Source: an optimization exercise on an open RTL-to-GDS flow (aim: small area). Production flows keep margins and buffers that such runs may drop.
At most, simulation tests tie the RTL to the original design; equivalence was not proved.
For runs 1 to 4, only the layout was checked, not whether the RTL still works.
No run shown here takes its clock network from TritonCTS; it comes from the design's own scripts or RTL.
The clock port is modelled as an ideal driver, which makes a skipped or thinned clock tree look cheaper than it is; a real chip needs a root buffer or a tree.
Power figures rest on the tool's default switching activity, not on a simulated workload.

`design/flow/flow/run.sh`:
```
#!/bin/bash
# Layout flow: the standard ORFS flow (standard.sh) with these changes:
#  - synthesis maps the logic with an area-oriented ABC script and without
#    ORFS's half/full adder extraction (the same Yosys script otherwise, so
#    the registers are the standard ones);
#  - ports are buffered with the smallest buffer;
#  - the clock tree is built by cts_manual.tcl (a few clock buffers, one per
#    group of nearby flip-flops) instead of TritonCTS.
# make's output goes to standard.log and finish.log, the clock tree step's
# to cts_manual.log, each ORFS tool's to ORFS's logs/.
set -e
H=$(pwd)
cp flow/abc_area.script "$H/abc_area.script"
{
  echo "proc abc {args} {"
  echo "  set i [lsearch -exact \$args -script]"
  echo "  if {\$i >= 0} { lset args [expr {\$i + 1}] $H/abc_area.script }"
  echo "  yosys abc {*}\$args"
  echo "}"
  cat synth_recipe.tcl
} > my_synth.tcl
sed "s#SYNTH_SCRIPT=[^ ]*#SYNTH_SCRIPT=$H/my_synth.tcl ADDER_MAP_FILE=#" standard.sh > my_standard.sh
export BUFFER_PORTS_ARGS="-buffer_cell sky130_fd_sc_hd__buf_1"
bash my_standard.sh place > standard.log 2>&1
RESULTS=$H/orfs/results/sky130hd/MemoryGameTopLvl/base PLATFORM_DIR=$FLOW_HOME/platforms/sky130hd \
  NCLUSTER=$(cat flow/ncluster.txt) CLKBUF=$(cat flow/clkbuf.txt) CLKPORT=i_clk \
  openroad -no_init -exit flow/cts_manual.tcl > cts_manual.log 2>&1
bash my_standard.sh finish > finish.log 2>&1
```
`design/flow/flow/abc_area.script`:
```
&get -n
&st
&synch2
&if -K 6 -a
&mfs
&st
&dch -f
&nf -a -R 1000
&put
&get -n
&st
&dch -f
&nf -a -R 1000
&put
```
`design/flow/flow/clkbuf.txt`:
```
sky130_fd_sc_hd__clkbuf_16
```
`design/flow/flow/cts_manual.tcl`:
```
# Clock tree for a small design: the flip-flops are split into NCLUSTER
# groups of equal size by position (k-means), each driven by one clock buffer placed at
# the group's centre; the clock port drives the group buffers directly.
# Reads 3_place.odb, writes 4_1_cts.odb and 4_cts.sdc like ORFS's cts step.
set R $::env(RESULTS)
set P $::env(PLATFORM_DIR)
read_lef $P/lef/sky130_fd_sc_hd.tlef
read_lef $P/lef/sky130_fd_sc_hd_merged.lef
read_liberty $P/lib/sky130_fd_sc_hd__tt_025C_1v80.lib
read_db $R/3_place.odb
read_sdc $R/3_place.sdc
source $P/setRC.tcl

set k $::env(NCLUSTER)
set bufname $::env(CLKBUF)
set block [ord::get_db_block]
set clknet [$block findNet $::env(CLKPORT)]
set sinks {}
foreach it [$clknet getITerms] {
  set inst [$it getInst]
  lassign [$inst getLocation] x y
  set m [$inst getMaster]
  lappend sinks [list $it [expr {$x + [$m getWidth] / 2}] [expr {$y + [$m getHeight] / 2}]]
}
set n [llength $sinks]
puts "manual cts: $n sinks, $k clusters of $bufname"

# k-means on sink positions, seeded deterministically along the sorted x order
set sorted [lsort -real -index 1 $sinks]
set cent {}
for {set c 0} {$c < $k} {incr c} {
  set s [lindex $sorted [expr {int(($c + 0.5) * $n / $k)}]]
  lappend cent [list [lindex $s 1] [lindex $s 2]]
}
# capacity-limited k-means: every group gets at most ceil(n / k) sinks
set cap [expr {($n + $k - 1) / $k}]
for {set iter 0} {$iter < 50} {incr iter} {
  set pairs {}
  for {set i 0} {$i < $n} {incr i} {
    set s [lindex $sinks $i]
    for {set c 0} {$c < $k} {incr c} {
      lassign [lindex $cent $c] cx cy
      lappend pairs [list [expr {abs([lindex $s 1] - $cx) + abs([lindex $s 2] - $cy)}] $i $c]
    }
  }
  set pairs [lsort -real -index 0 $pairs]
  set assigned [lrepeat $n -1]
  set count [lrepeat $k 0]
  foreach p $pairs {
    lassign $p d i c
    if {[lindex $assigned $i] >= 0 || [lindex $count $c] >= $cap} continue
    lset assigned $i $c
    lset count $c [expr {[lindex $count $c] + 1}]
  }
  set groups {}
  for {set c 0} {$c < $k} {incr c} { lappend groups {} }
  for {set i 0} {$i < $n} {incr i} {
    set c [lindex $assigned $i]
    lset groups $c [concat [lindex $groups $c] [list [lindex $sinks $i]]]
  }
  set new {}
  for {set c 0} {$c < $k} {incr c} {
    set g [lindex $groups $c]
    if {[llength $g] == 0} { lappend new [lindex $cent $c]; continue }
    set sx 0; set sy 0
    foreach s $g { set sx [expr {$sx + [lindex $s 1]}]; set sy [expr {$sy + [lindex $s 2]}] }
    lappend new [list [expr {$sx / [llength $g]}] [expr {$sy / [llength $g]}]]
  }
  if {$new eq $cent} break
  set cent $new
}
set master [[ord::get_db] findMaster $bufname]
for {set c 0} {$c < $k} {incr c} {
  set g [lindex $groups $c]
  if {[llength $g] == 0} continue
  set buf [odb::dbInst_create $block $master "clkbuf_manual_$c"]
  set net [odb::dbNet_create $block "clknet_manual_$c"]
  $net setSigType CLOCK
  lassign [lindex $cent $c] cx cy
  $buf setLocation [expr {int($cx)}] [expr {int($cy)}]
  $buf setPlacementStatus PLACED
  [$buf findITerm A] connect $clknet
  [$buf findITerm X] connect $net
  foreach s $g {
    set it [lindex $s 0]
    $it disconnect
    $it connect $net
  }
  puts "cluster $c: [llength $g] sinks at ([expr {int($cx)}], [expr {int($cy)}])"
}
$clknet setSigType CLOCK

detailed_placement
set_propagated_clock [all_clocks]
estimate_parasitics -placement
report_clock_skew
repair_timing -hold -verbose
detailed_placement
check_placement -verbose
estimate_parasitics -placement
report_worst_slack -min
report_worst_slack -max
write_db $R/4_1_cts.odb
write_sdc $R/4_cts.sdc
```
`design/flow/flow/ncluster.txt`:
```
4
```
`design/flow/standard.sh`:
```
#!/bin/bash
# synth_recipe.tcl (not shown) runs the flow's synth.tcl, then flattens the netlist and writes it again
# the make line also repeats each setting of config.mk as NAME=value (left out here)
make -C /OpenROAD-flow-scripts/flow DESIGN_CONFIG=/design/flow/config.mk WORK_HOME=/design/flow/orfs CLKGATE_MAP_FILE= SYNTH_SCRIPT=/design/flow/synth_recipe.tcl "${@:-finish}"
```
`design/flow/config.mk`:
```
export PLATFORM = sky130hd
export DESIGN_NAME = MemoryGameTopLvl
export DESIGN_NICKNAME = MemoryGameTopLvl
export VERILOG_FILES = /design/flow/design.v
export SDC_FILE = /design/flow/constraint.sdc
export NUM_CORES = 4
export LEC_CHECK = 0
export CAP_MARGIN = 20
export CORE_MARGIN = 2
export CORE_UTILIZATION = 60
export SLEW_MARGIN = 20
```
`design/flow/constraint.sdc`:
```
create_clock -name core_clock -period 10.0 [get_ports {i_clk}]
set_input_delay 2.0000 -clock core_clock [delete_from_list [all_inputs] [get_ports {i_clk}]]
set_output_delay 2.0000 -clock core_clock [all_outputs]
set_load 0.01 [all_outputs]
```
`design/flow/design.v`:
```
module Lfsr22(
	input i_clk,
	input i_rst,
	output [21:0] o_data);
	localparam [21:0] POL = 22'h2A5494;
	localparam [21:0] INIT = 22'h3A5C96;
	reg [21:0] r_data;
	wire [21:0] w_q = r_data ^ POL;
	always @(posedge i_clk)
		if (i_rst)
			r_data <= INIT ^ POL;
		else
			r_data <= {w_q[20:0], w_q[21] ~^ w_q[20]} ^ POL;
	assign o_data = r_data;
endmodule
module CountAndToggle(
	input i_clk,
	input i_rst,
	input i_en,
	output o_fall);
	localparam [13:0] Z     = 14'b11101011011100;
	localparam [13:0] TMASK = 14'b00011111111111;
	localparam [13:0] T     = 14'b00000011100011;
	reg [13:0] r_count;
	reg r_toggle, r_toggle_d;
	wire w_det = ((r_count & TMASK) == T);
	always @(posedge i_clk)
	begin
		if (!i_en | w_det)
			r_count <= Z;
		else
			r_count <= {~r_count[12:0], r_count[0] ^ r_count[4] ^ r_count[13]};
		if (i_rst)
			r_toggle <= 1'b0;
		else if (i_en & w_det)
			r_toggle <= ~r_toggle;
		r_toggle_d <= r_toggle;
	end
	assign o_fall = r_toggle_d & ~r_toggle;
endmodule
module DebounceFilter(
	input i_clk,
	input i_rst,
	input i_bouncy,
	output o_debounced,
	output o_fall);
	localparam [12:0] Z     = 13'b0101011010111;
	localparam [12:0] TMASK = 13'b0101110011111;
	localparam [12:0] T     = 13'b0101100011100;
	reg [12:0] r_count;
	reg r_state;
	wire w_det = ((r_count & TMASK) == T);
	wire w_clr = i_rst | (i_bouncy == r_state) | w_det;
	always @(posedge i_clk)
	begin
		if (w_clr)
			r_count <= Z;
		else
			r_count <= {~r_count[11:0], r_count[9] ^ r_count[12]};
		if (i_rst)
			r_state <= 1'b0;
		else if (w_det)
			r_state <= i_bouncy;
	end
	assign o_debounced = r_state;
	assign o_fall = r_state & w_det & ~i_bouncy;
endmodule
module BinaryToSevSeg(
	input [3:0] i_code,
	output [6:0] o_sevseg);
	assign o_sevseg[0] = ~((i_code[1]) | (~i_code[2] & ~i_code[3]));
	assign o_sevseg[1] = (~i_code[0] & i_code[1]) | (~i_code[1] & i_code[3]);
	assign o_sevseg[2] = (~i_code[0] & i_code[3]) | (i_code[0] & i_code[1] & i_code[2]) | (~i_code[1] & i_code[3]);
	assign o_sevseg[3] = ~((~i_code[0] & ~i_code[1] & ~i_code[2]) | (i_code[1] & ~i_code[3]));
	assign o_sevseg[4] = (~i_code[0] & i_code[2]) | (i_code[0] & ~i_code[1]) | (i_code[0] & ~i_code[2] & ~i_code[3]);
	assign o_sevseg[5] = ~((~i_code[0]) | (i_code[1] & i_code[3]));
	assign o_sevseg[6] = ~((~i_code[0] & i_code[2]) | (i_code[1]));
endmodule
module StateMachineGame(
	input i_clk,
	input i_rst,
	input [4:0] i_sw,
	input [3:0] i_fall,
	input i_tfall,
	input [21:0] i_lfsr,
	output o_count_en,
	output [3:0] o_led,
	output [3:0] o_disp);
	localparam START = 3'd0;
	localparam START_W = 3'd1;
	localparam PATTERN_OFF_W = 3'd3;
	localparam PATTERN_OFF = 3'd5;
	localparam SHOW_STEP = 3'd4;
	localparam WAIT_PLAYER = 3'd6;
	localparam END = 3'd7;
	localparam END_W = 3'd2;
	localparam [2:0] E0 = 3'd0;
	localparam [2:0] E1 = 3'd5;
	localparam [2:0] E2 = 3'd7;
	localparam [2:0] E3 = 3'd3;
	localparam [2:0] E4 = 3'd4;
	localparam [2:0] E5 = 3'd6;
	localparam [2:0] E6 = 3'd2;
	localparam [2:0] E7 = 3'd1;
	localparam [3:0] D_F = 4'd10;
	localparam [3:0] D_A = 4'd11;
	localparam [3:0] D_BLANK = 4'd9;
	reg [2:0] r_state;
	reg [2:0] r_step;
	reg [3:0] r_disp;
	reg r_pdv, r_dv;
	reg [1:0] r_pid, r_id;
	reg [15:0] r_pattern;
	wire [2:0] w_score = r_disp[2:0];
	wire w_start = (~r_state[0] & ~r_state[1] & ~r_state[2]);
	wire w_start_w = (r_state[0] & ~r_state[1] & ~r_state[2]);
	wire w_off_w = (r_state[0] & r_state[1] & ~r_state[2]);
	wire w_off = (r_state[0] & ~r_state[1] & r_state[2]);
	wire w_show = (~r_state[0] & ~r_state[1] & r_state[2]);
	wire w_wait = (~r_state[0] & r_state[1] & r_state[2]);
	wire w_end = (r_state[0] & r_state[1] & r_state[2]);
	wire w_end_w = (~r_state[0] & r_state[1] & ~r_state[2]);
	localparam [15:0] PPOL = 16'h5494;
	wire [15:0] w_pat = r_pattern ^ PPOL;
	reg [1:0] w_entry;
	always @(*)
		case (r_step)
		E0: w_entry = {w_pat[0], w_pat[1]};
		E1: w_entry = {w_pat[2], w_pat[3]};
		E2: w_entry = {w_pat[4], w_pat[5]};
		E3: w_entry = {w_pat[6], w_pat[7]};
		E4: w_entry = {w_pat[8], w_pat[9]};
		E5: w_entry = {w_pat[10], w_pat[11]};
		E6: w_entry = {w_pat[12], w_pat[13]};
		default: w_entry = {w_pat[14], w_pat[15]};
		endcase
	wire [2:0] w_step_inc;
	assign w_step_inc[0] = (~r_step[0] & ~r_step[2]) | (r_step[0] & r_step[2]);
	assign w_step_inc[1] = (r_step[2]);
	assign w_step_inc[2] = (~r_step[0] & ~r_step[1]) | (r_step[0] & r_step[1] & ~r_step[2]) | (~r_step[1] & r_step[2]);
	localparam [2:0] MARK = E0 ^ 3'd1;
	wire w_last = (w_score == r_step);
	wire w_correct = (r_id == w_entry);
	always @(posedge i_clk)
	begin
		if (i_rst)
			r_state <= START_W;
		else if (i_sw[4])
			r_state <= START;
		else
			case (r_state)
			START: r_state <= PATTERN_OFF_W;
			START_W: r_state <= PATTERN_OFF_W;
			PATTERN_OFF_W: r_state <= PATTERN_OFF;
			PATTERN_OFF: if (i_tfall) r_state <= SHOW_STEP;
			SHOW_STEP: if (i_tfall) r_state <= w_last ? WAIT_PLAYER : PATTERN_OFF;
			WAIT_PLAYER:
				if (r_dv)
				begin
					if (!w_correct)
						r_state <= END;
					else if (w_last)
						r_state <= (w_score == E7) ? END : PATTERN_OFF_W;
				end
			END: r_state <= END_W;
			default: r_state <= END_W;
			endcase
		if (i_rst)
			r_disp <= D_BLANK;
		else if (w_start_w | w_off_w)
			r_disp <= {1'b0, r_step};
		else if (w_end_w)
			r_disp <= (r_step[0] == E0[0]) ? D_A : D_F;
		if (i_rst | w_start | w_start_w | w_off_w)
			r_step <= E0;
		else if (w_show & i_tfall)
			r_step <= w_last ? E0 : w_step_inc;
		else if (w_wait & r_dv)
			r_step <= w_correct ? w_step_inc : MARK;
		if (w_start | w_start_w)
			r_pattern <= i_lfsr[15:0];
		r_pdv <= |i_fall;
		r_pid <= i_fall[0] ? 2'd0 : i_fall[1] ? 2'd1 : i_fall[2] ? 2'd2 : 2'd3;
		r_dv <= r_pdv;
		r_id <= r_pid;
	end
	assign o_count_en = (r_state[0] & r_state[1] & ~r_state[2]) | (~r_state[1] & r_state[2]);
	assign o_led[0] = (w_show & (w_entry == 2'd0)) | i_sw[0];
	assign o_led[1] = (w_show & (w_entry == 2'd1)) | i_sw[1];
	assign o_led[2] = (w_show & (w_entry == 2'd2)) | i_sw[2];
	assign o_led[3] = (w_show & (w_entry == 2'd3)) | i_sw[3];
	assign o_disp = r_disp;
endmodule
module MemoryGameTopLvl(
	input i_clk,
	input i_rst,
	input [4:0] i_sw,
	output [3:0] o_led,
	output [6:0] o_sevseg);
	wire [4:0] w_sw;
	wire [4:0] w_fall;
	wire [21:0] w_lfsr;
	wire [3:0] w_disp;
	wire w_count_en, w_tfall;
	genvar g;
	generate
		for (g = 0; g < 5; g = g + 1)
		begin : debounce
			DebounceFilter debounce_sw(
				.i_clk(i_clk),
				.i_rst(i_rst),
				.i_bouncy(i_sw[g]),
				.o_debounced(w_sw[g]),
				.o_fall(w_fall[g]));
		end
	endgenerate
	Lfsr22 lfsr_inst(
		.i_clk(i_clk),
		.i_rst(i_rst),
		.o_data(w_lfsr));
	CountAndToggle cat_inst(
		.i_clk(i_clk),
		.i_rst(i_rst),
		.i_en(w_count_en),
		.o_fall(w_tfall));
	StateMachineGame state_machine_inst(
		.i_clk(i_clk),
		.i_rst(i_rst),
		.i_sw(w_sw),
		.i_fall(w_fall[3:0]),
		.i_tfall(w_tfall),
		.i_lfsr(w_lfsr),
		.o_count_en(w_count_en),
		.o_led(o_led),
		.o_disp(w_disp));
	BinaryToSevSeg sevseg_inst(
		.i_code(w_disp),
		.o_sevseg(o_sevseg));
endmodule
```
==> summary.txt, run 1 <==
Status
  • Outcome: timing/DRC/antenna clean

Floorplan
  • Num ports: 18
  • Die height: 89.4 um
  • Die area: 0.00800 mm2
  • Rows: 31
  • Core ar.: 0.00718 mm2
  • Starting Density: 61.0%
  • Die width: 89.4 um

Logic synthesis
  • Mapped Cells: 417
  • Synthesized area: 0.00438 mm2
  • Synthesized area per cell: 10.5 um2
  • Distinct cell type count of the synthesized netlist: 36
  • Syn nets: 424
  • Yosys reg bits: 140
  • Post-synthesis sequential area ratio: 67.7%
  • Synth warn: 4

Timing
  • Setup ws final: 5.79 ns
  • Total Neg Setup Slack: 0 ns
  • Period minus WS final: 4.21 ns
  • Final Skew: 0.00999 ns
  • Crit share post-route: 42.1%
  • Pin slew with the least headroom to its limit: 0.822 ns
  • Slew Viols, Final: 0
  • F_max: 237 MHz
  • # setup viols final: 0
  • Unrepaired setup endpoints after global routing: false
  • Final Hold Viols: 0
  • Slew margin rel.: 44.8%

Worst setup path
  • CP startpoint kind: flop
  • Register-to-Register Path Depth: 12
  • Worst EP arrival: 2.21 ns
  • WP data required: 8.00 ns
  • Cells along the critical path: clkinv_1 -> o21ai_0 -> o211ai_1 -> o32a_1 -> o41ai_1 -> buf_1
  • R2R Path End: state_machine_inst.r_state[0]$_SDFFE_PP1P_
  • Delay of the slowest critical-path stage: 0.60 ns
  • R2r startpoint: state_machine_inst.r_step[2]$_SDFFE_PP0P_
  • Reg-to-reg setup timing slack: 7.31 ns
  • Slowest-stage cell, CP: dfxtp_1
  • Setup CP Type: reg2out
  • Worst Path Max Fanout: 12
  • Critical Path End Type: output port

GRT
  • Largest net degree at the start of global routing: 47
  • Total GRT Usage: 17.7%
  • Antenna violations before repair: 0
  • First-pass GRT wire length: 11,600 um
  • Total grt overflow: 0
  • Number of global-route vias before repair: 2,520

Power and ir drop
  • Leak: 1.69 nW
  • Sequential power share: 69.4%
  • Sw power: 0.200 mW
  • Clock network power share: 22.2%
  • Internal Power: 0.714 mW
  • Peak supply drop: 0.000132 V
  • Power Density: 195 mW/mm2
  • Sw Ratio: 21.9%
  • Combinational group share of total power: 8.3%

Detailed routing
  • Routed Antenna Nets: 0
  • DRC: 0
  • Routed via count: 2,831
  • Iter 0 DRT Violations: 54
  • First-pass DRT Iterations: 4
  • Vias per std cell: 5.25
  • Detailed Route WL: 7010 um
  • Routed wire length per instance: 13.0 um

Final layout
  • Antenna cell count: 0
  • Final Util: 65.2%
  • NumNets Final: 449
  • Area delta synth->final: 6.94%
  • Layout cell share with drive strength beyond 1: 1.59%

Min path
  • Hold-critical path endpoint: state_machine_inst.r_id[0]$_DFF_P_
  • Hold crit path type: reg2reg
  • HP Start: state_machine_inst.r_pid[0]$_SDFF_PP0_
  • Hold Crit Depth: 0

Placement
  • GPL Wtd Cong: 0.882
  • Dpl hpwl: 4940 um
  • Place WS: 6.07 ns
  • PortBufs: 17

CTS
  • Worst-Skew Late Latency: 0.18 ns
  • Clock-pin slew on the worst setup and hold paths: 0.12 ns

Flow run
  • Max-cap viol count: 0
## critical path, delay by kind of cell (launching register included)
family	cells	cell delay, ns
buffers and inverters	2	0.45
AOI/OAI and AO/OA	4	0.98
DFF	1	0.60
## how the worst max path moves through the flow
stage | start | end | cells after the start
detailed placement | state_machine_inst.r_step[2]$_SDFFE_PP0P_ | o_led[0] | 6
global placement | state_machine_inst.r_step[2]$_SDFFE_PP0P_ | o_led[0] | 6
floorplan | state_machine_inst.r_step[2]$_SDFFE_PP0P_ | o_led[0] | 5
global route | state_machine_inst.r_step[2]$_SDFFE_PP0P_ | o_led[0] | 7
finish | state_machine_inst.r_step[2]$_SDFFE_PP0P_ | o_led[0] | 6
## per-layer routing
metal	share of wire, %	routed length, um	vias up	GRT usage, %
met2	47	3280	32	31.3
met5	0	0	-	0
met3	2.5	173	9	1.29
met1	50	3470	1337	24.8
met4	1.2	84	0	2.04
li1	-	-	1453	-
## flip-flops by register name, summed over array words and instances (netlist names), 2 cells and up
signal	count
state_machine_inst.r_step	3
state_machine_inst.r_disp	4
state_machine_inst.r_pattern	16
debounce.debounce_sw.r_count	65
state_machine_inst.r_id	2
debounce.debounce_sw.r_state	5
state_machine_inst.r_pid	2
cat_inst.r_count	14
state_machine_inst.r_state	3
lfsr_inst.r_data	22
## power groups by stage
| stage | sequential, mW | clock (mW) | combinational, mW |
|---|---|---|---|
| detailed placement | 0.647 | 0 | 0.0772 |
| global placement | 0.647 | 0 | 0.0754 |
| finish | 0.635 | 0.203 | 0.0761 |
| global route | 0.640 | 0.226 | 0.0873 |
| floorplan | 0.639 | 0 | 0.0558 |
## stage by stage
step / total power [mW] / hold slack (ns) / instance area, um2 / std cells
after global placement: 0.723 / 0.312 / 4580 / 535
final: 0.914 / 0.336 / 4680 / 539
after floorplan: 0.695 / 0.310 / 4380 / 417
after detailed placement: 0.724 / 0.314 / 4580 / 535
after global routing: 0.954 / 0.339 / 4680 / 539
## area by class of cell
cell class                      count  area [um2]
Inverter                            7        26.3
Multi-Input combinational cell    270        1390
Buffer                              4         100
Sequential cell                   140        2960
Timing Repair Buffer               19        80.1
Fill cell                         567        2490
Tap cell                           99         124
## synthesized netlist by cell type, drive strengths merged
master / count / share of area [%]
o2111ai: 1 / 0.20
nor2: 76 / 6.5
o32a: 1 / 0.23
mux2: 1 / 0.26
a31o: 1 / 0.20
a32oi: 1 / 0.20
xor2: 1 / 0.20
o41ai: 1 / 0.20
nand2: 60 / 5.1
o21ai: 10 / 1.1
or2: 1 / 0.14
and3: 3 / 0.43
nor4b: 1 / 0.20
o22ai: 2 / 0.29
a31oi: 1 / 0.14
a211oi: 3 / 0.51
mux2i: 2 / 0.46
a22oi: 4 / 0.69
xnor2: 17 / 3.4
nor2b: 8 / 1.1
o21bai: 2 / 0.34
nor3: 18 / 2.1
and4: 1 / 0.20
a21oi: 15 / 1.7
dfxtp: 124 / 57
a21o: 3 / 0.51
nand4: 5 / 0.71
clkinv: 7 / 0.60
o22a: 1 / 0.20
nand2b: 9 / 1.3
o211ai: 3 / 0.51
or3: 6 / 0.86
o21a: 3 / 0.51
nor4: 3 / 0.43
nand3: 6 / 0.69
edfxtp: 16 / 11
## logic make-up after synthesis
| kind of cell | synth area share, % |
|---|---|
| compound gates | 7.60 |
| mux | 0.714 |
| buf+inv | 0.600 |
| xor+xnor | 3.60 |
| simple gates | 19.8 |
| flops | 67.7 |
## layout by cell type (no fill, tap or decap), drive strengths merged, types with 4 or more instances in the layout
cell,instances
dfxtp,124
nor2,76
nand2,60
nor3,18
buf,18
xnor2,17
edfxtp,16
a21oi,15
o21ai,10
nand2b,9
nor2b,8
clkinv,7
nand3,6
or3,6
nand4,5
clkbuf,5
a22oi,4
==> run 2, diff against run 1 <==
--- a/design/flow/config.mk
+++ b/design/flow/config.mk
@@ -6,6 +6,6 @@
 export NUM_CORES = 4
 export LEC_CHECK = 0
-export CAP_MARGIN = 20
+export CAP_MARGIN = 0
 export CORE_MARGIN = 2
 export CORE_UTILIZATION = 60
-export SLEW_MARGIN = 20
+export SLEW_MARGIN = 0
==> run 2 against run 1 <==
Net effect:
- sequential cell count unchanged
- global-route usage unchanged
- combinational power about the same
- largest cell class unchanged
- first-iteration DRC count unchanged
- critical endpoint unchanged
- core utilization unchanged
- highest routed layer unchanged
- still clean
- critical path type unchanged
- design area unchanged
- clock skew unchanged
- die area unchanged
- sequential share of layout area unchanged
==> summary.txt, run 2 <==
Power and ir drop
  • Sw Ratio: 21.9%
  • Combinational group share of total power: 8.3%
  • Sw power: 0.200 mW
  • Sequential power share: 69.4%
  • Leak: 1.69 nW
  • Power Density: 195 mW/mm2
  • Clock network power share: 22.2%
  • Peak supply drop: 0.000132 V
  • Internal Power: 0.714 mW
  • Power, Total: 0.914 mW

Timing
  • Slew margin rel.: 44.8%
  • Crit share post-route: 42.1%
  • Total Neg Setup Slack: 0 ns
  • F_max: 237 MHz
  • Final Skew: 0.00999 ns
  • Slew Viols, Final: 0
  • Pin slew with the least headroom to its limit: 0.822 ns
  • Unrepaired setup endpoints after global routing: false
  • Period minus WS final: 4.21 ns
  • # setup viols final: 0
  • Final Hold Viols: 0

Min path
  • Hold Crit Depth: 0
  • Hold crit path type: reg2reg

Final layout
  • Area delta synth->final: 6.94%
  • Max reg flops: 65
  • Most frequent cells in the layout: dfxtp_1, nor2_1, nand2_1, nor3_1, xnor2_1
  • Commonest non-fill, non-tap cell in the layout: dfxtp_1
  • Final Util: 65.2%
  • Layout cell share with drive strength beyond 1: 1.59%
  • Largest regs: debounce.debounce_sw.r_count x65, lfsr_inst.r_data x22, state_machine_inst.r_pattern x16
  • Area of the multi-input gates: 0.00139 mm2
  • NumNets Final: 449
  • Flip-flop and latch area: 0.00296 mm2
  • Layout fillers: 567
  • Largest Register: debounce.debounce_sw.r_count
  • Antenna cell count: 0

Logic synthesis
  • Most frequent cell after synthesis: dfxtp_1
  • Yosys reg bits: 140
  • Post-synth ARST share: 0%
  • Mapped Cells: 417
  • Synthesized area per cell: 10.5 um2
  • Post-synthesis mux area share: 0.714%
  • Top post-synthesis cells by count: dfxtp_1, nor2_1, nand2_1
  • Syn nets: 424
  • Top cell type's share of synthesized area: 56.7%
  • Post-synth top flop: dfxtp_1
  • Synth warn: 4
  • Cell taking the most area after synthesis: dfxtp_1
  • Post-Synth Simple-Gate Area: 19.8%
  • Synth Area in XOR/XNOR: 3.60%
  • Synth top area cells: dfxtp_1, edfxtp_1, nor2_1
  • Synth Area in Compound Gates: 7.60%
  • Adder-Cell Fraction of Synth Area: 0%
  • Post-synthesis sequential area ratio: 67.7%
  • Synthesized area: 0.00438 mm2
  • Main combinational cell family by area after synthesis: simple AND/OR/NAND/NOR gates
  • Number of synthesized flops with an enable pin: 16
  • Distinct cell type count of the synthesized netlist: 36

Worst setup path
  • Cells along the critical path: clkinv_1 -> o21ai_0 -> o211ai_1 -> o32a_1 -> o41ai_1 -> buf_1
  • WP buf/inv: 2
  • Worst Path Max Fanout: 12
  • Worst EP arrival: 2.21 ns
  • Delay of the slowest critical-path stage: 0.60 ns
  • CP startpoint kind: flop
  • CP delay by family, top: compound AO/OA/AOI/OAI gates
  • Register-to-Register Path Depth: 12
  • Critical Path End Type: output port
  • WP depth: 6
  • WP data required: 8.00 ns
  • Slowest-stage cell, CP: dfxtp_1
  • Setup CP Type: reg2out
  • Reg-to-reg setup timing slack: 7.31 ns

GRT
  • Total grt overflow: 0
  • Total GRT Usage: 17.7%
  • Largest net degree at the start of global routing: 47
  • Number of global-route vias before repair: 2,520
  • First-pass GRT wire length: 11,600 um
  • Antenna violations before repair: 0

Detailed routing
  • Routed wire length per instance: 13.0 um
  • Vias per std cell: 5.25
  • Iter 0 DRT Violations: 54
  • First-pass DRT Iterations: 4
  • DRC: 0
  • Detailed Route WL: 7010 um
  • Routed via count: 2,831
  • Routed Antenna Nets: 0

Placement
  • GPL Wtd Cong: 0.882
  • PortBufs: 17
  • Dpl hpwl: 4940 um

Floorplan
  • Starting Density: 61.0%
  • Core ar.: 0.00718 mm2
  • Die width: 89.4 um
  • Die area: 0.00800 mm2
  • Die height: 89.4 um
  • Num ports: 18
  • Rows: 31

Flow run
  • Max-cap viol count: 0

CTS
  • Worst-Skew Late Latency: 0.18 ns
  • Clock-pin slew on the worst setup and hold paths: 0.12 ns

Status
  • Outcome: timing/DRC/antenna clean
==> run 2: worst register-to-register path: cells and delay by family (launching register included) <==
family / cells / cell delay (ns)
buffers and inverters: 1 / 0.27
AO/OA/AOI/OAI: 6 / 0.99
AND/OR/NAND/NOR: 4 / 0.53
flip-flops: 1 / 0.60
XOR/XNOR: 1 / 0.21
==> run 2: final timing paths <==
path / from / to
setup reg to reg: state_machine_inst.r_step[2]$_SDFFE_PP0P_ / state_machine_inst.r_state[0]$_SDFFE_PP1P_
hold / removal: state_machine_inst.r_pid[0]$_SDFF_PP0_ / state_machine_inst.r_id[0]$_DFF_P_
hold reg to reg: state_machine_inst.r_pid[0]$_SDFF_PP0_ / state_machine_inst.r_id[0]$_DFF_P_
setup / recovery: state_machine_inst.r_step[2]$_SDFFE_PP0P_ / o_led[0]
==> run 2: layer usage <==
layer / global-route usage [%] / wire (um) / vias up
li1: - / - / 1453
met1: 24.8 / 3470 / 1337
met2: 31.3 / 3280 / 32
met3: 1.29 / 173 / 9
met4: 2.04 / 84 / 0
met5: 0 / 0 / -
==> run 2: power by group through the flow <==
stage / clock [mW] / combinational [mW] / sequential (mW)
after global placement: 0 / 0.0754 / 0.647
after global routing: 0.226 / 0.0873 / 0.640
after detailed placement: 0 / 0.0772 / 0.647
final: 0.203 / 0.0761 / 0.635
after floorplan: 0 / 0.0558 / 0.639
==> run 2: area by class of cell <==
class / count / area share, %
Sequential cell: 140 / 63.3
Tap cell: 99 / 2.65
Buffer: 4 / 2.14
Multi-Input combinational cell: 270 / 29.7
Inverter: 7 / 0.561
Timing Repair Buffer: 19 / 1.71
==> run 2: cell families (layout without fill, tap and decap cells) <==
| group | count (synthesis) | in the layout |
|---|---|---|
| AO/OA/AOI/OAI | 52 | 52 |
| AND/OR/NAND/NOR | 197 | 197 |
| buffers and inverters | 7 | 30 |
| XOR/XNOR | 18 | 18 |
| flip-flops | 140 | 140 |
| multiplexers | 3 | 3 |
==> run 2: through the flow <==
step	cell area (um2)	worst slack [ns]	hold WS, ns	cells
6_report	4680	5.79	0.336	539
5_1_grt	4680	5.56	0.339	539
3_5_place_dp	4580	6.07	0.314	535
3_3_place_gp	4580	6.17	0.312	535
2_1_floorplan	4380	6.28	0.310	417
==> run 3, diff against run 2 <==
--- a/design/flow/design.v
+++ b/design/flow/design.v
@@ -69,9 +69,9 @@
 	input [3:0] i_code,
 	output [6:0] o_sevseg);
-	assign o_sevseg[0] = ~((i_code[1]) | (~i_code[2] & ~i_code[3]));
-	assign o_sevseg[1] = (~i_code[0] & i_code[1]) | (~i_code[1] & i_code[3]);
-	assign o_sevseg[2] = (~i_code[0] & i_code[3]) | (i_code[0] & i_code[1] & i_code[2]) | (~i_code[1] & i_code[3]);
-	assign o_sevseg[3] = ~((~i_code[0] & ~i_code[1] & ~i_code[2]) | (i_code[1] & ~i_code[3]));
-	assign o_sevseg[4] = (~i_code[0] & i_code[2]) | (i_code[0] & ~i_code[1]) | (i_code[0] & ~i_code[2] & ~i_code[3]);
+	assign o_sevseg[0] = (~i_code[0] & i_code[1] & i_code[2]) | (i_code[0] & ~i_code[1] & ~i_code[2]);
+	assign o_sevseg[1] = (~i_code[0] & ~i_code[1] & i_code[2]) | (~i_code[0] & i_code[1] & ~i_code[2]) | (~i_code[1] & i_code[3]);
+	assign o_sevseg[2] = (~i_code[0] & i_code[3]) | (i_code[0] & i_code[1] & ~i_code[2] & ~i_code[3]) | (~i_code[1] & i_code[3]);
+	assign o_sevseg[3] = (~i_code[0] & i_code[1] & i_code[2]) | (i_code[0] & ~i_code[1]) | (i_code[3]);
+	assign o_sevseg[4] = (i_code[0] & ~i_code[1]) | (i_code[2]);
 	assign o_sevseg[5] = ~((~i_code[0]) | (i_code[1] & i_code[3]));
 	assign o_sevseg[6] = ~((~i_code[0] & i_code[2]) | (i_code[1]));
@@ -90,17 +90,17 @@
 	localparam START_W = 3'd1;
 	localparam PATTERN_OFF_W = 3'd3;
-	localparam PATTERN_OFF = 3'd5;
+	localparam PATTERN_OFF = 3'd6;
 	localparam SHOW_STEP = 3'd4;
-	localparam WAIT_PLAYER = 3'd6;
+	localparam WAIT_PLAYER = 3'd5;
 	localparam END = 3'd7;
 	localparam END_W = 3'd2;
 	localparam [2:0] E0 = 3'd0;
-	localparam [2:0] E1 = 3'd5;
-	localparam [2:0] E2 = 3'd7;
-	localparam [2:0] E3 = 3'd3;
-	localparam [2:0] E4 = 3'd4;
-	localparam [2:0] E5 = 3'd6;
+	localparam [2:0] E1 = 3'd1;
+	localparam [2:0] E2 = 3'd3;
+	localparam [2:0] E3 = 3'd7;
+	localparam [2:0] E4 = 3'd6;
+	localparam [2:0] E5 = 3'd4;
 	localparam [2:0] E6 = 3'd2;
-	localparam [2:0] E7 = 3'd1;
+	localparam [2:0] E7 = 3'd5;
 	localparam [3:0] D_F = 4'd10;
 	localparam [3:0] D_A = 4'd11;
@@ -116,7 +116,7 @@
 	wire w_start_w = (r_state[0] & ~r_state[1] & ~r_state[2]);
 	wire w_off_w = (r_state[0] & r_state[1] & ~r_state[2]);
-	wire w_off = (r_state[0] & ~r_state[1] & r_state[2]);
+	wire w_off = (~r_state[0] & r_state[1] & r_state[2]);
 	wire w_show = (~r_state[0] & ~r_state[1] & r_state[2]);
-	wire w_wait = (~r_state[0] & r_state[1] & r_state[2]);
+	wire w_wait = (r_state[0] & ~r_state[1] & r_state[2]);
 	wire w_end = (r_state[0] & r_state[1] & r_state[2]);
 	wire w_end_w = (~r_state[0] & r_state[1] & ~r_state[2]);
@@ -136,7 +136,7 @@
 		endcase
 	wire [2:0] w_step_inc;
-	assign w_step_inc[0] = (~r_step[0] & ~r_step[2]) | (r_step[0] & r_step[2]);
-	assign w_step_inc[1] = (r_step[2]);
-	assign w_step_inc[2] = (~r_step[0] & ~r_step[1]) | (r_step[0] & r_step[1] & ~r_step[2]) | (~r_step[1] & r_step[2]);
+	assign w_step_inc[0] = (~r_step[2]);
+	assign w_step_inc[1] = (~r_step[0] & ~r_step[1] & r_step[2]) | (r_step[0] & r_step[1]) | (r_step[0] & ~r_step[2]);
+	assign w_step_inc[2] = (r_step[1]);
 	localparam [2:0] MARK = E0 ^ 3'd1;
 	wire w_last = (w_score == r_step);
@@ -185,5 +185,5 @@
 		r_id <= r_pid;
 	end
-	assign o_count_en = (r_state[0] & r_state[1] & ~r_state[2]) | (~r_state[1] & r_state[2]);
+	assign o_count_en = (~r_state[0] & r_state[2]) | (r_state[0] & r_state[1] & ~r_state[2]);
 	assign o_led[0] = (w_show & (w_entry == 2'd0)) | i_sw[0];
 	assign o_led[1] = (w_show & (w_entry == 2'd1)) | i_sw[1];
--- a/design/flow/config.mk
+++ b/design/flow/config.mk
@@ -6,6 +6,7 @@
 export NUM_CORES = 4
 export LEC_CHECK = 0
-export CAP_MARGIN = 0
+export CAP_MARGIN = 20
 export CORE_MARGIN = 2
 export CORE_UTILIZATION = 60
-export SLEW_MARGIN = 0
+export PLACE_DENSITY = 0.9
+export SLEW_MARGIN = 20
==> run 3 against run 2 <==
Net effect:
- still clean on timing, DRC and antenna
- critical endpoint is now o_led[1]
- clock power about the same
- setup slack got worse by 0.13 ns
- global-route usage increased by 0.39 points
- cell count decreased by 2.6%
- sequential cell count unchanged
- register-to-register slack got worse by 0.26 ns
- design area decreased by 0.69%
- first-iteration DRC count increased to 4.0 times the previous value
==> summary.txt, run 3 <==
Status
  • Outcome: timing/DRC/antenna clean

Timing
  • Slew margin rel.: 41.3%
  • Final Skew: 0.0190 ns
  • Unrepaired setup endpoints after global routing: false
  • Final Hold Viols: 0
  • Slew Viols, Final: 0
  • Pin slew with the least headroom to its limit: 0.874 ns
  • F_max: 230 MHz
  • Total Neg Setup Slack: 0 ns
  • # setup viols final: 0
  • Crit share post-route: 43.4%
  • Period minus WS final: 4.34 ns
  • Worst hold slack: 0.349 ns

Detailed routing
  • DRC: 0
  • Routed wire length per instance: 13.4 um
  • Iter 0 DRT Violations: 214
  • Vias per std cell: 5.31
  • Routed via count: 2,787
  • First-pass DRT Iterations: 5
  • Routed Antenna Nets: 0
  • Detailed Route WL: 7060 um

Logic synthesis
  • Number of synthesized flops with an enable pin: 16
  • Distinct cell type count of the synthesized netlist: 39
  • Synth top area cells: dfxtp_1, edfxtp_1, nand2_1
  • Syn nets: 410
  • Mapped Cells: 403
  • Most frequent cell after synthesis: dfxtp_1
  • Synthesized area per cell: 10.8 um2
  • Synthesized area: 0.00435 mm2
  • Post-synth top flop: dfxtp_1
  • Post-synthesis sequential area ratio: 68.2%
  • Top cell type's share of synthesized area: 57.1%
  • Yosys reg bits: 140
  • Post-synth ARST share: 0%
  • Synth warn: 4
  • Cell taking the most area after synthesis: dfxtp_1
  • Top post-synthesis cells by count: dfxtp_1, nand2_1, nor2_1

Worst setup path
  • Setup CP Type: reg2out
  • Critical Path End Type: output port
  • CP startpoint kind: flop
  • Worst Path Max Fanout: 15
  • Worst EP arrival: 2.34 ns
  • WP data required: 8.00 ns

Power and ir drop
  • Leak: 1.68 nW
  • Power Density: 197 mW/mm2
  • Peak supply drop: 0.000104 V

Floorplan
  • Die width: 89.1 um
  • Die area: 0.00794 mm2
  • Starting Density: 60.9%
  • Die height: 89.1 um
  • Num ports: 18
  • Core ar.: 0.00714 mm2
  • Rows: 31

Final layout
  • Area delta synth->final: 6.97%
  • Layout fillers: 567
  • Flip-flop and latch area: 0.00296 mm2
  • Antenna cell count: 0
  • Layout cell share with drive strength beyond 1: 1.64%
  • Largest regs: debounce.debounce_sw.r_count x65, lfsr_inst.r_data x22, state_machine_inst.r_pattern x16
  • Area of the multi-input gates: 0.00136 mm2
  • Commonest non-fill, non-tap cell in the layout: dfxtp_1
  • Max reg flops: 65
  • Most frequent cells in the layout: dfxtp_1, nand2_1, nor2_1, nor3_1, buf_1
  • NumNets Final: 435
  • Largest Register: debounce.debounce_sw.r_count

GRT
  • First-pass GRT wire length: 11,700 um
  • Largest net degree at the start of global routing: 43
  • Antenna violations before repair: 0
  • Total grt overflow: 0
  • Number of global-route vias before repair: 2,617
  • Total GRT Usage: 18.1%

Placement
  • PortBufs: 17
  • Dpl hpwl: 5130 um
  • GPL Wtd Cong: 0.933

Flow run
  • Max-cap viol count: 0

CTS
  • Clock-pin slew on the worst setup and hold paths: 0.12 ns
  • Worst-Skew Late Latency: 0.18 ns

Min path
  • Hold crit path type: reg2reg
==> run 3: metal layers <==
metal	part of all wire [%]	GRT usage, %
met5	0	0
met1	47	25.3
met4	2.4	4.07
met2	47	31.0
met3	2.8	1.57
==> run 3: cell families (layout without fill, tap and decap cells) <==
family / Yosys count / in the layout / synth area share, %
DFF: 140 / 140 / 68.2
xor gates and xnor gates: 21 / 21 / 4.23
buffers and inverters: 6 / 29 / 0.518
muxes: 2 / 2 / 0.748
AOI/OAI and AO/OA: 44 / 44 / 6.88
and+or+nand+nor: 190 / 190 / 19.5
==> run 3: area by class of cell <==
type	instances	area share, %
sequential	140	63.7
multi-input combinational	257	29.3
tap	99	2.66
buffer	4	2.15
timing repair buffer	19	1.70
inverter	6	0.484
==> run 3: report_power, final <==
| part | total [mW] | internal [mW] | leakage [nW] | switching [mW] |
|---|---|---|---|---|
| combinational | 0.0811 | 0.0309 | 0.454 | 0.0502 |
| sequential | 0.629 | 0.605 | 1.17 | 0.0237 |
| clock | 0.205 | 0.0749 | 0.0493 | 0.130 |
==> run 3: worst max-delay path: stages (launching register included) <==
cell and delay [ns]:
dfxtp_1 0.63, nand2_1 0.18, o21ai_0 0.19, a21oi_1 0.07, a311oi_1 0.65, nor3_1 0.12, a21o_1 0.20, buf_1 0.12
==> run 3: final timing paths <==
| kind | startpoint | end | slack, ns | cells after the start |
|---|---|---|---|---|
| setup / recovery | state_machine_inst.r_step[2]$_SDFFE_PP0P_ | o_led[1] | 5.66 | 7 |
| hold / removal | state_machine_inst.r_pid[1]$_SDFF_PP0_ | state_machine_inst.r_id[1]$_DFF_P_ | 0.35 | 0 |
| setup reg to reg | state_machine_inst.r_step[2]$_SDFFE_PP0P_ | state_machine_inst.r_state[1]$_SDFFE_PP0P_ | 7.05 | 10 |
| hold reg to reg | state_machine_inst.r_pid[1]$_SDFF_PP0_ | state_machine_inst.r_id[1]$_DFF_P_ | 0.35 | 0 |
==> run 3: stage by stage <==
| stage | util, % | cells | power, mW | setup WS [ns] | instance area, um2 |
|---|---|---|---|---|---|
| final | 65.1 | 525 | 0.915 | 5.66 | 4650 |
| after global routing | 65.1 | 525 | 0.952 | 5.48 | 4650 |
| after detailed placement | 63.7 | 521 | 0.722 | 5.93 | 4550 |
| after global placement | 63.7 | 521 | 0.714 | 6.07 | 4550 |
| after floorplan | - | 403 | 0.691 | 6.20 | 4350 |
==> run 4, diff against run 3 <==
--- a/design/flow/flow/cts_manual.tcl
+++ b/design/flow/flow/cts_manual.tcl
@@ -1,4 +1,4 @@
 # Clock tree for a small design: the flip-flops are split into NCLUSTER
-# groups of equal size by position (k-means), each driven by one clock buffer placed at
+# groups of about equal load by position (k-means), each driven by one clock buffer placed at
 # the group's centre; the clock port drives the group buffers directly.
 # Reads 3_place.odb, writes 4_1_cts.odb and 4_cts.sdc like ORFS's cts step.
@@ -33,23 +33,39 @@
   lappend cent [list [lindex $s 1] [lindex $s 2]]
 }
-# capacity-limited k-means: every group gets at most ceil(n / k) sinks
-set cap [expr {($n + $k - 1) / $k}]
-for {set iter 0} {$iter < 50} {incr iter} {
+# load-balanced k-means: a sink's load is its pin (about 1.8 fF) plus an
+# estimate of the wire it adds (0.076 fF per um of distance to its group's
+# centre); every group takes at most 1/k of the total load (plus 1%), so
+# that no group buffer drives much more than the others.
+set dbu [$block getDbUnitsPerMicron]
+for {set iter 0} {$iter < 60} {incr iter} {
   set pairs {}
+  set total 0.0
   for {set i 0} {$i < $n} {incr i} {
     set s [lindex $sinks $i]
     for {set c 0} {$c < $k} {incr c} {
       lassign [lindex $cent $c] cx cy
-      lappend pairs [list [expr {abs([lindex $s 1] - $cx) + abs([lindex $s 2] - $cy)}] $i $c]
+      set d [expr {(abs([lindex $s 1] - $cx) + abs([lindex $s 2] - $cy)) / double($dbu)}]
+      lappend pairs [list $d $i $c]
     }
   }
+  # total load with each sink at its nearest centre
+  set near [lrepeat $n 1e30]
+  foreach p $pairs { lassign $p d i c; if {$d < [lindex $near $i]} { lset near $i $d } }
+  foreach d $near { set total [expr {$total + 1.8 + 0.076 * $d}] }
+  set cap [expr {1.01 * $total / $k}]
   set pairs [lsort -real -index 0 $pairs]
   set assigned [lrepeat $n -1]
-  set count [lrepeat $k 0]
-  foreach p $pairs {
-    lassign $p d i c
-    if {[lindex $assigned $i] >= 0 || [lindex $count $c] >= $cap} continue
-    lset assigned $i $c
-    lset count $c [expr {[lindex $count $c] + 1}]
+  set load [lrepeat $k 0.0]
+  set left $n
+  # pass 1 within the load cap, pass 2 places any sink left to its nearest open group
+  foreach pass {1 2} {
+    foreach p $pairs {
+      lassign $p d i c
+      if {[lindex $assigned $i] >= 0} continue
+      set l [expr {[lindex $load $c] + 1.8 + 0.076 * $d}]
+      if {$pass == 1 && $l > $cap} continue
+      lset assigned $i $c
+      lset load $c $l
+    }
   }
   set groups {}
@@ -70,4 +86,5 @@
   set cent $new
 }
+puts "group loads (fF, estimated): $load"
 set master [[ord::get_db] findMaster $bufname]
 for {set c 0} {$c < $k} {incr c} {
==> run 4 against run 3 <==
Net effect:
- sequential power barely moved
- total power fell by 0.32%
- worst hold slack got worse by 0.0037 ns
- via count fell by 0.72%
- design area did not move
- die area did not move
- setup slack improved by 0.025 ns
- fmax rose by 0.58%
- global-route usage fell by 0.24 points
- clock power barely moved
- area after synthesis did not move
- largest cell class unchanged
- largest power group unchanged
- highest routed layer unchanged
==> summary.txt, run 4 <==
Status
  • Outcome: timing/DRC/antenna clean

Worst setup path
  • Cells along the critical path: nand2_1 -> o21ai_0 -> a21oi_1 -> a311oi_1 -> nor3_1 -> a21o_1 -> buf_1
  • Worst Path Max Fanout: 15
  • Reg-to-reg setup timing slack: 7.07 ns
  • Delay of the slowest critical-path stage: 0.63 ns
  • WP data required: 8.00 ns
  • Slowest-stage cell, CP: a311oi_1
  • Critical Path End Type: output port
  • Setup CP Type: reg2out
  • Worst EP arrival: 2.32 ns
  • CP startpoint kind: flop

Timing
  • Crit share post-route: 43.2%
  • Worst hold slack: 0.346 ns
  • Setup ws final: 5.68 ns
  • Period minus WS final: 4.32 ns
  • F_max: 232 MHz
  • Unrepaired setup endpoints after global routing: false
  • Slew Viols, Final: 0
  • # setup viols final: 0
  • Pin slew with the least headroom to its limit: 0.866 ns
  • Slew margin rel.: 41.8%
  • Final Skew: 0.0102 ns
  • Total Neg Setup Slack: 0 ns
  • Final Hold Viols: 0

Final layout
  • Area of the multi-input gates: 0.00136 mm2
  • NumNets Final: 435
  • Largest Register: debounce.debounce_sw.r_count
  • Area delta synth->final: 6.97%
  • Most frequent cells in the layout: dfxtp_1, nand2_1, nor2_1, nor3_1, buf_1
  • Commonest non-fill, non-tap cell in the layout: dfxtp_1
  • Layout fillers: 568
  • Antenna cell count: 0
  • Non-filler cells, final: 525
  • Max reg flops: 65
  • Flip-flop and latch area: 0.00296 mm2
  • Final Util: 65.1%
  • Largest regs: debounce.debounce_sw.r_count x65, lfsr_inst.r_data x22, state_machine_inst.r_pattern x16
  • Final instance area: 0.00465 mm2
  • Layout cell share with drive strength beyond 1: 1.64%

GRT
  • Total grt overflow: 0
  • First-pass GRT wire length: 11,600 um
  • Largest net degree at the start of global routing: 43
  • Total GRT Usage: 17.9%
  • Antenna violations before repair: 0
  • Number of global-route vias before repair: 2,596

Logic synthesis
  • Post-synthesis sequential area ratio: 68.2%
  • Synthesized area per cell: 10.8 um2
  • Top cell type's share of synthesized area: 57.1%
  • Synthesized area: 0.00435 mm2
  • Synth top area cells: dfxtp_1, edfxtp_1, nand2_1
  • Distinct cell type count of the synthesized netlist: 39
  • Synth warn: 4
  • Number of synthesized flops with an enable pin: 16
  • Most frequent cell after synthesis: dfxtp_1
  • Syn nets: 410
  • Post-synth ARST share: 0%
  • Post-synth top flop: dfxtp_1
  • Cell taking the most area after synthesis: dfxtp_1
  • Yosys reg bits: 140
  • Top post-synthesis cells by count: dfxtp_1, nand2_1, nor2_1
  • Mapped Cells: 403

Floorplan
  • Die height: 89.1 um
  • Num ports: 18
  • Starting Density: 60.9%
  • Die width: 89.1 um
  • Rows: 31
  • Core ar.: 0.00714 mm2
  • Die area: 0.00794 mm2

CTS
  • Clock-pin slew on the worst setup and hold paths: 0.11 ns
  • Worst-Skew Late Latency: 0.18 ns

Detailed routing
  • Detailed Route WL: 7020 um
  • Routed Antenna Nets: 0
  • DRC: 0
  • First-pass DRT Iterations: 4
  • Routed wire length per instance: 13.4 um
  • Iter 0 DRT Violations: 174
  • Vias per std cell: 5.27
  • Routed via count: 2,767

Placement
  • Place WS: 5.93 ns
  • GPL Wtd Cong: 0.933
  • PortBufs: 17
  • Dpl hpwl: 5130 um
  • Placed Cells: 521
  • Area post-placement: 0.00455 mm2

Power and ir drop
  • Peak supply drop: 0.000109 V
  • Power Density: 196 mW/mm2
  • Leak: 1.68 nW
  • Power, Total: 0.912 mW

Flow run
  • Max-cap viol count: 0

Min path
  • Hold crit path type: reg2reg
run 4: cell counts after synthesis:
No cell type changed its count.
run 4: area by class of cell:
type,instances,area share (%)
Sequential cell,140,63.7
Multi-Input combinational cell,257,29.3
Tap cell,99,2.66
Buffer,4,2.15
Timing Repair Buffer,19,1.70
Inverter,6,0.484
run 4: where the power goes:
| group | switching, mW | total, mW | internal (mW) | leakage, nW |
|---|---|---|---|---|
| Clock | 0.127 | 0.202 | 0.0748 | 0.0493 |
| Sequential | 0.0237 | 0.629 | 0.605 | 1.17 |
| Combinational | 0.0503 | 0.0811 | 0.0309 | 0.454 |
| Total | 0.201 | 0.912 | 0.711 | 1.68 |
run 4: final timing paths:
path,start,endpoint,cells past startpoint
max reg2reg,state_machine_inst.r_step[2]$_SDFFE_PP0P_,state_machine_inst.r_state[1]$_SDFFE_PP0P_,10
min reg2reg,state_machine_inst.r_pid[1]$_SDFF_PP0_,state_machine_inst.r_id[1]$_DFF_P_,0
max,state_machine_inst.r_step[2]$_SDFFE_PP0P_,o_led[1],7
min,state_machine_inst.r_pid[1]$_SDFF_PP0_,state_machine_inst.r_id[1]$_DFF_P_,0
run 4: worst max-delay path, delay by kind of cell (launching register included):
family	cells	cell delay (ns)
compound gates	4	1.09
buf+inv	1	0.12
flops	1	0.62
simple gates	2	0.30
run 4: per-layer routing:
layer	share of wire (%)	wire length [um]	GRT usage, %
met2	47	3330	30.4
met4	2.3	164	3.93
met1	47	3330	25.1
met3	2.7	190	1.57
met5	0	0	0
run 4: logic make-up (layout without fill, tap and decap cells):
group / after synthesis / in the layout / synth area share, %
buf+inv: 6 / 29 / 0.518
simple gates: 190 / 190 / 19.5
compound gates: 44 / 44 / 6.88
mux: 2 / 2 / 0.748
flops: 140 / 140 / 68.2
xor+xnor: 21 / 21 / 4.23
==> run 5, diff against run 4 <==
--- a/design/flow/design.v
+++ b/design/flow/design.v
@@ -69,9 +69,9 @@
 	input [3:0] i_code,
 	output [6:0] o_sevseg);
-	assign o_sevseg[0] = (~i_code[0] & i_code[1] & i_code[2]) | (i_code[0] & ~i_code[1] & ~i_code[2]);
-	assign o_sevseg[1] = (~i_code[0] & ~i_code[1] & i_code[2]) | (~i_code[0] & i_code[1] & ~i_code[2]) | (~i_code[1] & i_code[3]);
-	assign o_sevseg[2] = (~i_code[0] & i_code[3]) | (i_code[0] & i_code[1] & ~i_code[2] & ~i_code[3]) | (~i_code[1] & i_code[3]);
-	assign o_sevseg[3] = (~i_code[0] & i_code[1] & i_code[2]) | (i_code[0] & ~i_code[1]) | (i_code[3]);
-	assign o_sevseg[4] = (i_code[0] & ~i_code[1]) | (i_code[2]);
+	assign o_sevseg[0] = ~((i_code[1]) | (~i_code[2] & ~i_code[3]));
+	assign o_sevseg[1] = (~i_code[0] & i_code[1]) | (~i_code[1] & i_code[3]);
+	assign o_sevseg[2] = (~i_code[0] & i_code[3]) | (i_code[0] & i_code[1] & i_code[2]) | (~i_code[1] & i_code[3]);
+	assign o_sevseg[3] = ~((~i_code[0] & ~i_code[1] & ~i_code[2]) | (i_code[1] & ~i_code[3]));
+	assign o_sevseg[4] = (~i_code[0] & i_code[2]) | (i_code[0] & ~i_code[1]) | (i_code[0] & ~i_code[2] & ~i_code[3]);
 	assign o_sevseg[5] = ~((~i_code[0]) | (i_code[1] & i_code[3]));
 	assign o_sevseg[6] = ~((~i_code[0] & i_code[2]) | (i_code[1]));
@@ -96,11 +96,11 @@
 	localparam END_W = 3'd2;
 	localparam [2:0] E0 = 3'd0;
-	localparam [2:0] E1 = 3'd1;
-	localparam [2:0] E2 = 3'd3;
-	localparam [2:0] E3 = 3'd7;
-	localparam [2:0] E4 = 3'd6;
-	localparam [2:0] E5 = 3'd4;
+	localparam [2:0] E1 = 3'd5;
+	localparam [2:0] E2 = 3'd7;
+	localparam [2:0] E3 = 3'd3;
+	localparam [2:0] E4 = 3'd4;
+	localparam [2:0] E5 = 3'd6;
 	localparam [2:0] E6 = 3'd2;
-	localparam [2:0] E7 = 3'd5;
+	localparam [2:0] E7 = 3'd1;
 	localparam [3:0] D_F = 4'd10;
 	localparam [3:0] D_A = 4'd11;
@@ -136,7 +136,7 @@
 		endcase
 	wire [2:0] w_step_inc;
-	assign w_step_inc[0] = (~r_step[2]);
-	assign w_step_inc[1] = (~r_step[0] & ~r_step[1] & r_step[2]) | (r_step[0] & r_step[1]) | (r_step[0] & ~r_step[2]);
-	assign w_step_inc[2] = (r_step[1]);
+	assign w_step_inc[0] = (~r_step[0] & ~r_step[2]) | (r_step[0] & r_step[2]);
+	assign w_step_inc[1] = (r_step[2]);
+	assign w_step_inc[2] = (~r_step[0] & ~r_step[1]) | (r_step[0] & r_step[1] & ~r_step[2]) | (~r_step[1] & r_step[2]);
 	localparam [2:0] MARK = E0 ^ 3'd1;
 	wire w_last = (w_score == r_step);
==> run 5 against run 4 <==
Net effect:
- via count decreased by 1.1%
- critical path type unchanged
- critical endpoint is now o_led[3]
- area after synthesis increased by 0.17%
- still clean on timing, DRC and antenna
- die area increased by 0.16%
- register-to-register slack improved by 0.33 ns
- design area about the same
==> summary.txt, run 5 <==
CTS
  • Worst-Skew Late Latency: 0.18 ns
  • Clock-pin slew on the worst setup and hold paths: 0.12 ns

Placement
  • Dpl hpwl: 4850 um
  • GPL Wtd Cong: 0.846
  • PortBufs: 17

Floorplan
  • Die area: 0.00795 mm2
  • Core ar.: 0.00714 mm2
  • Die width: 89.2 um
  • Rows: 31
  • Die height: 89.2 um
  • Num ports: 18
  • Starting Density: 61.0%

Power and ir drop
  • Combinational group share of total power: 7.2%
  • Power Density: 191 mW/mm2
  • Sw Ratio: 21.3%
  • Peak supply drop: 0.000109 V
  • Sw power: 0.190 mW
  • Leak: 1.69 nW
  • Clock network power share: 23.0%
  • Sequential power share: 69.7%
  • Internal Power: 0.699 mW

Logic synthesis
  • Post-synthesis sequential area ratio: 68.0%
  • Mapped Cells: 401
  • Synthesized area per cell: 10.9 um2
  • Post-synthesis mux area share: 2.21%
  • Synth Area in Compound Gates: 5.40%
  • Syn nets: 408
  • Top cell type's share of synthesized area: 57.0%
  • Yosys reg bits: 140
  • Adder-Cell Fraction of Synth Area: 0%
  • Post-Synth Simple-Gate Area: 19.8%
  • Cell taking the most area after synthesis: dfxtp_1
  • Post-synth top flop: dfxtp_1
  • Top post-synthesis cells by count: dfxtp_1, nor2_1, nand2_1
  • Post-synth ARST share: 0%
  • Most frequent cell after synthesis: dfxtp_1
  • Synth top area cells: dfxtp_1, edfxtp_1, nor2_1
  • Number of synthesized flops with an enable pin: 16
  • Distinct cell type count of the synthesized netlist: 36
  • Synth Area in XOR/XNOR: 4.22%
  • Main combinational cell family by area after synthesis: simple AND/OR/NAND/NOR gates
  • Synth warn: 4
  • Synthesized area: 0.00435 mm2

Flow run
  • Max-cap viol count: 0

Worst setup path
  • Worst Path Max Fanout: 10
  • Setup CP Type: reg2out
  • R2r startpoint: state_machine_inst.r_step[2]$_SDFFE_PP0P_
  • CP startpoint kind: flop
  • Cells along the critical path: mux4_2 -> mux2i_1 -> clkinv_1 -> a41o_1 -> buf_1
  • Register-to-Register Path Depth: 9
  • Worst EP arrival: 2.16 ns
  • Delay of the slowest critical-path stage: 0.58 ns
  • Critical Path End Type: output port
  • R2R Path End: state_machine_inst.r_state[2]$_SDFFE_PP0P_
  • Slowest-stage cell, CP: dfxtp_1
  • WP data required: 8.00 ns
  • WP buf/inv: 2
  • Reg-to-reg setup timing slack: 7.40 ns
  • CP delay by family, top: multiplexers

Timing
  • Pin slew with the least headroom to its limit: 0.828 ns
  • Final Skew: 0.0144 ns
  • Final Hold Viols: 0
  • Period minus WS final: 4.16 ns
  • Unrepaired setup endpoints after global routing: false
  • Slew Viols, Final: 0
  • Slew margin rel.: 44.3%
  • Worst hold slack: 0.336 ns
  • # setup viols final: 0
  • Crit share post-route: 41.6%
  • F_max: 240 MHz
  • Total Neg Setup Slack: 0 ns

Final layout
  • Largest Register: debounce.debounce_sw.r_count
  • Max reg flops: 65
  • NumNets Final: 432
  • Antenna cell count: 0
  • Area delta synth->final: 6.81%
  • Commonest non-fill, non-tap cell in the layout: dfxtp_1
  • Layout cell share with drive strength beyond 1: 1.89%
  • Largest regs: debounce.debounce_sw.r_count x65, lfsr_inst.r_data x22, state_machine_inst.r_pattern x16
  • Most frequent cells in the layout: dfxtp_1, nor2_1, nand2_1, nor3_1

Detailed routing
  • Iter 0 DRT Violations: 125
  • DRC: 0
  • First-pass DRT Iterations: 4
  • Detailed Route WL: 6870 um
  • Vias per std cell: 5.24
  • Routed Antenna Nets: 0
  • Routed wire length per instance: 13.2 um
  • Routed via count: 2,737

GRT
  • Largest net degree at the start of global routing: 47
  • Number of global-route vias before repair: 2,539
  • Total grt overflow: 0
  • First-pass GRT wire length: 11,300 um
  • Total GRT Usage: 17.3%
  • Antenna violations before repair: 0

Min path
  • HP Start: state_machine_inst.r_pid[0]$_SDFF_PP0_
  • Hold crit path type: reg2reg
  • Hold-critical path endpoint: state_machine_inst.r_id[0]$_DFF_P_
  • Hold Crit Depth: 0

Status
  • Outcome: timing/DRC/antenna clean
[run 5: cell types whose count changed in the layout (fill, tap and decap cells not counted), sizes merged, moves of 3 or more]
| cell | delta |
|---|---|
| nand2 | -6 |
| a211oi | -3 |
| nor2 | +9 |
| o21ai | -4 |
| mux2i | +3 |
| a21oi | +7 |
| nor2b | -3 |
[run 5: layout make-up]
cell class              instances  area (um2)
plain buffers                   4         100
fillers                       565        2490
inverters                       4        15.0
multi-input cells             257        1380
flip-flops and latches        140        2960
well taps                      99         124
repair buffers                 18        72.6
[run 5: metal layers]
metal	routed length, um	global-route usage (%)	vias to the layer above
li1	-	-	1392
met1	3390	25.0	1291
met2	3170	29.3	47
met3	217	1.20	7
met4	89	2.99	0
met5	0	0	-
[run 5: power by group through the flow]
stage / clock network, mW / registers (mW) / logic [mW]
6_report: 0.205 / 0.620 / 0.0644
5_1_grt: 0.228 / 0.623 / 0.0735
3_5_place_dp: 0 / 0.632 / 0.0644
3_3_place_gp: 0 / 0.631 / 0.0611
2_1_floorplan: 0 / 0.625 / 0.0459
[run 5: logic make-up after synthesis]
logic type	count (synthesis)
AO/OA/AOI/OAI	36
XOR/XNOR	21
buffers and inverters	4
flip-flops	140
multiplexers	7
AND/OR/NAND/NOR	193
[run 5: worst max path at each step]
stage | depth (start not counted) | slack [ns] | from | endpoint
after floorplan | 4 | 6.30 | state_machine_inst.r_step[1]$_SDFFE_PP0P_ | o_led[3]
after global placement | 5 | 6.12 | state_machine_inst.r_step[1]$_SDFFE_PP0P_ | o_led[3]
after detailed placement | 5 | 6.05 | state_machine_inst.r_step[1]$_SDFFE_PP0P_ | o_led[3]
after global routing | 6 | 5.64 | state_machine_inst.r_step[2]$_SDFFE_PP0P_ | o_led[1]
final | 5 | 5.84 | state_machine_inst.r_step[1]$_SDFFE_PP0P_ | o_led[3]
[run 5: worst reg2reg max path, stage by stage (launching register included)]
cell      delay [ns]
dfxtp_1         0.65
mux2i_1         0.26
a21oi_1         0.09
o21ai_0         0.47
xor2_1          0.14
nor2_1          0.31
nand2_1         0.09
o211ai_1        0.10
nand3_1         0.11
a311oi_1        0.26
[run 5: per-stage QoR]
stage               power [mW]  area, um2  setup slack (ns)  instances  utilization, %
detailed placement       0.696       4550              6.05        518            63.8
global placement         0.692       4550              6.12        518            63.8
finish                   0.889       4650              5.84        522            65.2
global route             0.924       4650              5.64        522            65.2
floorplan                0.671       4350              6.30        401               -

-- what the ideal ports hide --
The flow's constraints put no driver on any port. The routed layouts listed below were extracted and timed again, unchanged, in two steps. Step 1: set_driving_cell puts a clkbuf_16 on i_clk and a buf_2 on each other input, an assumption about the parent block. Step 2, shift: input delay + t, output delay - t, t = (earliest + latest rising clock arrival at the registers) / 2. This alone moves slack from input paths to output paths. a / b / c = ideal / step 1 / step 2; a / b = the first two.
| run | shift t [ns] | setup WS [ns] | worst register clock-pin slew, ns | worst data-port slew with drivers (ns) |
|---|---|---|---|---|
| run 1 | 0.247 | 5.786 / 5.710 / 5.957 | 0.12 / 0.12 | 0.04 |
| run 2 | 0.247 | 5.786 / 5.710 / 5.957 | 0.12 / 0.12 | 0.04 |
| run 3 | 0.256 | 5.656 / 5.575 / 5.831 | 0.12 / 0.12 | 0.03 |
| run 4 | 0.251 | 5.681 / 5.602 / 5.853 | 0.12 / 0.12 | 0.03 |
| run 5 | 0.256 | 5.838 / 5.757 / 6.013 | 0.12 / 0.12 | 0.03 |
After both steps setup and hold are still met in every run listed.
